This design comes from an exercise in tuning for small area, a short achievable clock period and few clock cycles on the open sky130 flow, not from production work. Where RTL was checked, it was by simulation tests only, not by an equivalence proof against the original. No activity file was given, so power comes from the tool's default toggle rates.

Setup of branch indigo:
==> module datapath, before the edit <==
module datapath (
    input wire clk,
    input wire reset,
    input wire [7:0] data_in,
    input wire rd,
    input wire wr,
    input wire dsel,
    input wire sub,
    input wire [1:0] mop,
    output reg [7:0] pc,
    output reg [7:0] acc
);
    reg        carry;
    wire [7:0] d   = data_in;
    wire [3:0] op  = data_in[7:4];
    wire [3:0] opd = data_in[3:0];
    wire       fetch = !dsel;
    wire       zero = (acc == 8'h00);
    reg        cond;
    always @(*) begin
        case (op[1:0])
            2'b00: cond = 1'b0;      
            2'b01: cond = 1'b1;      
            2'b10: cond = zero;      
            default: cond = carry;   
        endcase
    end
    wire       tk   = fetch && (op[3:2] == 2'b10) && cond;    
    wire [7:0] pc_s = pc + {7'h00, fetch};                     
    wire [7:0] pc_n = tk ? {4'h0, opd} : pc_s;
    always @(posedge clk or posedge reset) begin
        if (reset)
            pc <= 8'h00;
        else
            pc <= pc_n;
    end
    wire [7:0] ax = acc ^ {8{sub}};
    wire [7:0] g0 = ax & d;
    wire [7:0] p0 = ax | d;
    wire [7:0] g1, p1, g2, p2, g3;
    genvar i;
    generate
        for (i = 0; i < 8; i = i + 1) begin : pf
            if (i >= 1) begin : l1
                assign g1[i] = g0[i] | (p0[i] & g0[i-1]);
                assign p1[i] = p0[i] & p0[i-1];
            end else begin : l1z
                assign g1[i] = g0[i];
                assign p1[i] = p0[i];
            end
            if (i >= 2) begin : l2
                assign g2[i] = g1[i] | (p1[i] & g1[i-2]);
                assign p2[i] = p1[i] & p1[i-2];
            end else begin : l2z
                assign g2[i] = g1[i];
                assign p2[i] = p1[i];
            end
            if (i >= 4) begin : l3
                assign g3[i] = g2[i] | (p2[i] & g2[i-4]);
            end else begin : l3z
                assign g3[i] = g2[i];
            end
        end
    endgenerate
    wire [7:0] c = {g3[6:0], 1'b0};              
    wire [7:0] h = acc ^ d;                      
    wire is_ar = rd && (mop[1] ^ mop[0]);        
    wire is_and = rd && (mop == 2'b11);
    wire is_ld  = rd && (mop == 2'b00);
    wire [7:0] k = {8{is_ld}} | ({8{is_and}} & acc);
    wire is_nl = fetch && (op[3:1] == 3'b011);
    wire is_sr = fetch && (op == 4'h8);
    wire [7:0] nl = op[0] ? {acc[6:0], 1'b0} : ~acc;
    wire [7:0] sr = {1'b0, acc[7:1]};
    wire       c_nl = op[0] ? acc[7] : 1'b1;
    wire [7:0] y   = is_nl ? nl : (is_sr ? sr : ((d & k) | (acc & {8{!rd}})));
    wire       y_c = is_nl ? c_nl : (!is_sr && !rd && carry);
    wire [7:0] r1 = is_ar ? ~h : y;
    wire [7:0] r0 = is_ar ?  h : y;
    wire [7:0] acc_n = (c & r1) | (~c & r0);
    wire       c_n   = is_ar ? g3[7] : y_c;
    always @(posedge clk or posedge reset) begin
        if (reset) begin
            acc   <= 8'h00;
            carry <= 1'b0;
        end else begin
            acc   <= acc_n;
            carry <= c_n;
        end
    end
endmodule
export LEC_CHECK = 0
export ABC_AREA = 1
export CAP_MARGIN = 20
export CORE_MARGIN = 2
export CORE_UTILIZATION = 40
export SETUP_SLACK_MARGIN = 2.0
export SLEW_MARGIN = 20
create_clock -name core_clock -period 4.0 [get_ports {clk}]
standard.sh (not shown) runs the stock make flow with config.mk's settings and CLKGATE_MAP_FILE= SYNTH_SCRIPT=/design/flow/synth_recipe.tcl, a recipe that flattens the netlist after the stock synthesis.
==> flow/flow/run.sh <==
#!/bin/bash
# Standard layout, except:
#  - synthesis maps with flow/abc.script and without full/half-adder cells,
#  - the ports get plain buffers,
#  - resizing may change a cell's footprint.
F=$(pwd)/flow
export FLOW_ABC_SCRIPT=$F/abc.script
export BUFFER_PORTS_ARGS="-buffer_cell sky130_fd_sc_hd__buf_2"
bash standard.sh SYNTH_SCRIPT=$F/synth_abc.tcl ADDER_MAP_FILE= MATCH_CELL_FOOTPRINT=0 finish > standard.log 2>&1
==> flow/flow/abc.script <==
strash
dch
map -a
topo
stime -c
buffer -c
upsize -c
dnsize -c
==> flow/flow/synth_abc.tcl <==
# synth_recipe.tcl with one change: abc runs the script in flow/abc.script
# instead of ORFS's abc_area.script. Everything else is the same.
proc synth {args} { yosys synth -nofsm -noshare {*}$args }
proc abc {args} {
  set i [lsearch -exact $args -script]
  if { $i >= 0 } { lset args [expr {$i + 1}] $::env(FLOW_ABC_SCRIPT) }
  yosys abc {*}$args
}
source $::env(SCRIPTS_DIR)/synth.tcl
# left out here: clear keep_hierarchy, flatten, clean up, hide names made inside functions, write 1_2_yosys.v
The inputs of branch willow differ from those of branch indigo as listed below.
==> flow/design.v, changed modules only <==
module datapath (
    input wire clk,
    input wire reset,
    input wire [7:0] data_in,
    input wire rd,
    input wire wr,
    input wire dsel,
    input wire sub,
    input wire [1:0] mop,
    output reg [7:0] pc,
    output reg [7:0] acc
);
    reg        carry;
    wire [7:0] d   = data_in;
    wire [3:0] op  = data_in[7:4];
    wire [3:0] opd = data_in[3:0];
    wire       fetch = !dsel;
    wire       zero = (acc == 8'h00);
    reg        cond;
    always @(*) begin
        case (op[1:0])
            2'b00: cond = 1'b0;      
            2'b01: cond = 1'b1;      
            2'b10: cond = zero;      
            default: cond = carry;   
        endcase
    end
    wire       tk   = fetch && (op[3:2] == 2'b10) && cond;    
    wire [7:0] pc_s = dsel ? pc : pc + 8'h01;                  
    wire [7:0] pc_n = tk ? {4'h0, opd} : pc_s;
    always @(posedge clk or posedge reset) begin
        if (reset)
            pc <= 8'h00;
        else
            pc <= pc_n;
    end
    wire is_ld  = rd && (mop == 2'b00);
    wire is_and = rd && (mop == 2'b11);
    wire [7:0] ax = (acc & {8{!is_ld}}) ^ {8{sub}};
    wire [7:0] g0 = ax & d;
    wire [7:0] p0 = ax | d;
    wire [7:0] g1, p1, g2, p2, g3;
    genvar i;
    generate
        for (i = 0; i < 8; i = i + 1) begin : pf
            if (i >= 1) begin : l1
                assign g1[i] = g0[i] | (p0[i] & g0[i-1]);
                assign p1[i] = p0[i] & p0[i-1];
            end else begin : l1z
                assign g1[i] = g0[i];
                assign p1[i] = p0[i];
            end
            if (i >= 2) begin : l2
                assign g2[i] = g1[i] | (p1[i] & g1[i-2]);
                assign p2[i] = p1[i] & p1[i-2];
            end else begin : l2z
                assign g2[i] = g1[i];
                assign p2[i] = p1[i];
            end
            if (i >= 4) begin : l3
                assign g3[i] = g2[i] | (p2[i] & g2[i-4]);
            end else begin : l3z
                assign g3[i] = g2[i];
            end
        end
    endgenerate
    wire [7:0] c = {g3[6:0], 1'b0};              
    wire [7:0] h = ax ^ d ^ {8{sub}};            
    wire is_ar = rd && !is_and;                  
    wire is_nl = fetch && (op[3:1] == 3'b011);
    wire is_sr = fetch && (op == 4'h8);
    wire [7:0] nl = op[0] ? {acc[6:0], 1'b0} : ~acc;
    wire [7:0] sr = {1'b0, acc[7:1]};
    wire       c_nl = op[0] ? acc[7] : 1'b1;
    wire [7:0] y   = is_nl ? nl : (is_sr ? sr : (is_and ? g0 : acc));
    wire       y_c = is_nl ? c_nl : (!is_sr && !rd && carry);
    wire [7:0] r1 = is_ar ? ~h : y;
    wire [7:0] r0 = is_ar ?  h : y;
    wire [7:0] acc_n = (c & r1) | (~c & r0);
    wire       c_n   = is_ar ? g3[7] : y_c;
    always @(posedge clk or posedge reset) begin
        if (reset) begin
            acc   <= 8'h00;
            carry <= 1'b0;
        end else begin
            acc   <= acc_n;
            carry <= c_n;
        end
    end
endmodule
[summary]
Taking branch indigo as the reference, in branch willow number of nets in the layout went up, maximum VDD drop went up, fmax went down, number of tapcells went down, share of cell area taken by flip-flops and latches went down. Sort branch indigo and branch willow by routed metal-1 wire length, descending, and branch willow comes first. Compared with branch indigo, in branch willow clock skew was more or less identical, area growth from synthesis to layout now larger, share of power burned in the clock network shrank by 3.5 points. Re total power: branch willow is 17% up on branch indigo.
No run of this note included a check of the RTL's function; only the layout flow was run.

The RTL this note starts from:
==> flow/design.v <==
module control_unit (
    input wire clk,
    input wire reset,
    input wire [7:0] data_in,
    output reg rd,
    output reg wr,
    output reg dsel,
    output reg asel,
    output reg sub,
    output reg [1:0] mop,
    output reg [3:0] mopd
);
    wire [3:0] op = data_in[7:4];
    wire ld = !dsel && (op[3:2] == 2'b00) && (op[1:0] != 2'b00) ||
              !dsel && (op == 4'h4);
    wire st = !dsel && (op == 4'h5);
    always @(posedge clk or posedge reset) begin
        if (reset) begin
            rd   <= 1'b0;
            wr   <= 1'b0;
            dsel <= 1'b0;
            asel <= 1'b0;
        end else begin
            rd   <= ld;
            wr   <= st;
            dsel <= ld || st;
            asel <= !dsel && (op != 4'h0) && (op[3:1] <= 3'b010);
        end
    end
    always @(posedge clk) begin
        sub  <= (op == 4'h2);
        mop  <= data_in[5:4];
        mopd <= data_in[3:0];
    end
endmodule
module datapath (
    input wire clk,
    input wire reset,
    input wire [7:0] data_in,
    input wire rd,
    input wire wr,
    input wire dsel,
    input wire sub,
    input wire [1:0] mop,
    output reg [7:0] pc,
    output reg [7:0] acc
);
    reg        carry;
    wire [7:0] d   = data_in;
    wire [3:0] op  = data_in[7:4];
    wire [3:0] opd = data_in[3:0];
    wire       fetch = !dsel;
    wire       zero = (acc == 8'h00);
    reg        cond;
    always @(*) begin
        case (op[1:0])
            2'b00: cond = 1'b0;      
            2'b01: cond = 1'b1;      
            2'b10: cond = zero;      
            default: cond = carry;   
        endcase
    end
    wire       tk   = fetch && (op[3:2] == 2'b10) && cond;    
    wire [7:0] pc_s = dsel ? pc : pc + 8'h01;                  
    wire [7:0] pc_n = tk ? {4'h0, opd} : pc_s;
    always @(posedge clk or posedge reset) begin
        if (reset)
            pc <= 8'h00;
        else
            pc <= pc_n;
    end
    wire is_ld  = rd && (mop == 2'b00);
    wire is_and = rd && (mop == 2'b11);
    wire [7:0] ax = (acc & {8{!is_ld}}) ^ {8{sub}};
    wire [7:0] g0 = ax & d;
    wire [7:0] p0 = ax | d;
    wire [7:0] g1, p1, g2, p2, g3;
    genvar i;
    generate
        for (i = 0; i < 8; i = i + 1) begin : pf
            if (i >= 1) begin : l1
                assign g1[i] = g0[i] | (p0[i] & g0[i-1]);
                assign p1[i] = p0[i] & p0[i-1];
            end else begin : l1z
                assign g1[i] = g0[i];
                assign p1[i] = p0[i];
            end
            if (i >= 2) begin : l2
                assign g2[i] = g1[i] | (p1[i] & g1[i-2]);
                assign p2[i] = p1[i] & p1[i-2];
            end else begin : l2z
                assign g2[i] = g1[i];
                assign p2[i] = p1[i];
            end
            if (i >= 4) begin : l3
                assign g3[i] = g2[i] | (p2[i] & g2[i-4]);
            end else begin : l3z
                assign g3[i] = g2[i];
            end
        end
    endgenerate
    wire [7:0] c = {g3[6:0], 1'b0};              
    wire [7:0] h = ax ^ d ^ {8{sub}};            
    wire is_ar = rd && !is_and;                  
    wire is_nl = fetch && (op[3:1] == 3'b011);
    wire is_sr = fetch && (op == 4'h8);
    wire [7:0] nl = op[0] ? {acc[6:0], 1'b0} : ~acc;
    wire [7:0] sr = {1'b0, acc[7:1]};
    wire       c_nl = op[0] ? acc[7] : 1'b1;
    wire [7:0] y   = is_nl ? nl : (is_sr ? sr : (is_and ? g0 : acc));
    wire       y_c = is_nl ? c_nl : (!is_sr && !rd && carry);
    wire [7:0] r1 = is_ar ? ~h : y;
    wire [7:0] r0 = is_ar ?  h : y;
    wire [7:0] acc_n = (c & r1) | (~c & r0);
    wire       c_n   = is_ar ? g3[7] : y_c;
    always @(posedge clk or posedge reset) begin
        if (reset) begin
            acc   <= 8'h00;
            carry <= 1'b0;
        end else begin
            acc   <= acc_n;
            carry <= c_n;
        end
    end
endmodule
module cpu_8bit (
    input wire clk,
    input wire reset,
    input wire [7:0] data_in,
    output wire [7:0] data_out,
    output wire [7:0] address,
    output wire mem_write
);
    wire       rd;         
    wire       wr;         
    wire       dsel;       
    wire       asel;       
    wire       sub;        
    wire [1:0] mop;        
    wire [3:0] mopd;       
    wire [7:0] pc;
    wire [7:0] acc;
    control_unit ctrl (
        .clk(clk),
        .reset(reset),
        .data_in(data_in),
        .rd(rd),
        .wr(wr),
        .dsel(dsel),
        .asel(asel),
        .sub(sub),
        .mop(mop),
        .mopd(mopd)
    );
    datapath dp (
        .clk(clk),
        .reset(reset),
        .data_in(data_in),
        .rd(rd),
        .wr(wr),
        .dsel(dsel),
        .sub(sub),
        .mop(mop),
        .pc(pc),
        .acc(acc)
    );
    assign address   = asel ? {4'h0, mopd} : pc;
    assign data_out  = acc;
    assign mem_write = wr;
endmodule
export LEC_CHECK = 0
export ABC_AREA = 1
export CAP_MARGIN = 20
export CORE_MARGIN = 2
export CORE_UTILIZATION = 40
export SETUP_SLACK_MARGIN = 2.0
export SLEW_MARGIN = 20
create_clock -name core_clock -period 4.0 [get_ports {clk}]
==> flow/flow/abc.script <==
strash
dch
map -a -B 0.9
topo
stime -c
buffer -c
upsize -c
dnsize -c
Scripts as last shown in full above: flow/flow/run.sh, flow/flow/synth_abc.tcl
Edit:
--- a/flow/design.v
+++ b/flow/design.v
@@ -68,11 +68,9 @@
             pc <= 8'h00;
         else
             pc <= pc_n;
     end
-    wire is_ld  = rd && (mop == 2'b00);
-    wire is_and = rd && (mop == 2'b11);
-    wire [7:0] ax = (acc & {8{!is_ld}}) ^ {8{sub}};
+    wire [7:0] ax = acc ^ {8{sub}};
     wire [7:0] g0 = ax & d;
     wire [7:0] p0 = ax | d;
     wire [7:0] g1, p1, g2, p2, g3;
     genvar i;
@@ -99,16 +97,19 @@
             end
         end
     endgenerate
     wire [7:0] c = {g3[6:0], 1'b0};              
-    wire [7:0] h = ax ^ d ^ {8{sub}};            
-    wire is_ar = rd && !is_and;                  
+    wire [7:0] h = acc ^ d;                      
+    wire is_ar = rd && (mop[1] ^ mop[0]);        
+    wire is_and = rd && (mop == 2'b11);
+    wire is_ld  = rd && (mop == 2'b00);
+    wire [7:0] k = {8{is_ld}} | ({8{is_and}} & acc);
     wire is_nl = fetch && (op[3:1] == 3'b011);
     wire is_sr = fetch && (op == 4'h8);
     wire [7:0] nl = op[0] ? {acc[6:0], 1'b0} : ~acc;
     wire [7:0] sr = {1'b0, acc[7:1]};
     wire       c_nl = op[0] ? acc[7] : 1'b1;
-    wire [7:0] y   = is_nl ? nl : (is_sr ? sr : (is_and ? g0 : acc));
+    wire [7:0] y   = is_nl ? nl : (is_sr ? sr : ((d & k) | (acc & {8{!rd}})));
     wire       y_c = is_nl ? c_nl : (!is_sr && !rd && carry);
     wire [7:0] r1 = is_ar ? ~h : y;
     wire [7:0] r0 = is_ar ?  h : y;
     wire [7:0] acc_n = (c & r1) | (~c & r0);
Outcome: Global-route usage came out higher by 0.24 points; via count decreases by 2.5%; first-iteration DRC count rises by about 8%; cell area came out lower by about 12%; final cell count decreases by 1.6%; clock power stays flat; area after synthesis came out higher by 2.8%; sequential power barely changes; flip-flop and latch count stays the same; worst setup slack improves by 0.16 ns; utilization falls by 7.1 points; critical path depth came out lower by 12.
Testbench counts after the change, summed over its fixed seeds: cycles 52,861.
The RTL of the first run of this note was laid out without a check of its function.

port drivers added, routing unchanged:
The results above use ideal ports. As a check the final layouts listed here were re-extracted and re-timed, cells and wires unchanged.
Step 1, drivers: a clkbuf_16 drives clk and a buf_2 each remaining input, both assumed.
Step 2 moves the port delays by t, midway between the first and last clock arrival at a register: inputs arrive t later, outputs are due t later. That takes back most of the time a late clock gives input paths.
Three values: ideal, step 1, step 2; two values: the first two.
run	shift t [ns]	slack for setup (ns)	latest minus earliest clock arrival (ns)	cell pins on the clock port's net
branch indigo	0.297	2.072 / 2.046 / 1.782	0.007 / 0.007	1
branch willow	0.299	2.022 / 2.022 / 1.858	0.008 / 0.008	1
the first run of note 2	0.306	1.902 / 1.902 / 1.809	0.012 / 0.012	1
the second run of note 2	0.312	2.057 / 2.028 / 1.824	0.005 / 0.005	1
After both steps every run listed still meets setup and hold. For branch indigo, which loses most, drivers alone change the setup slack by -0.026 ns; drivers and shift together by -0.290 ns.
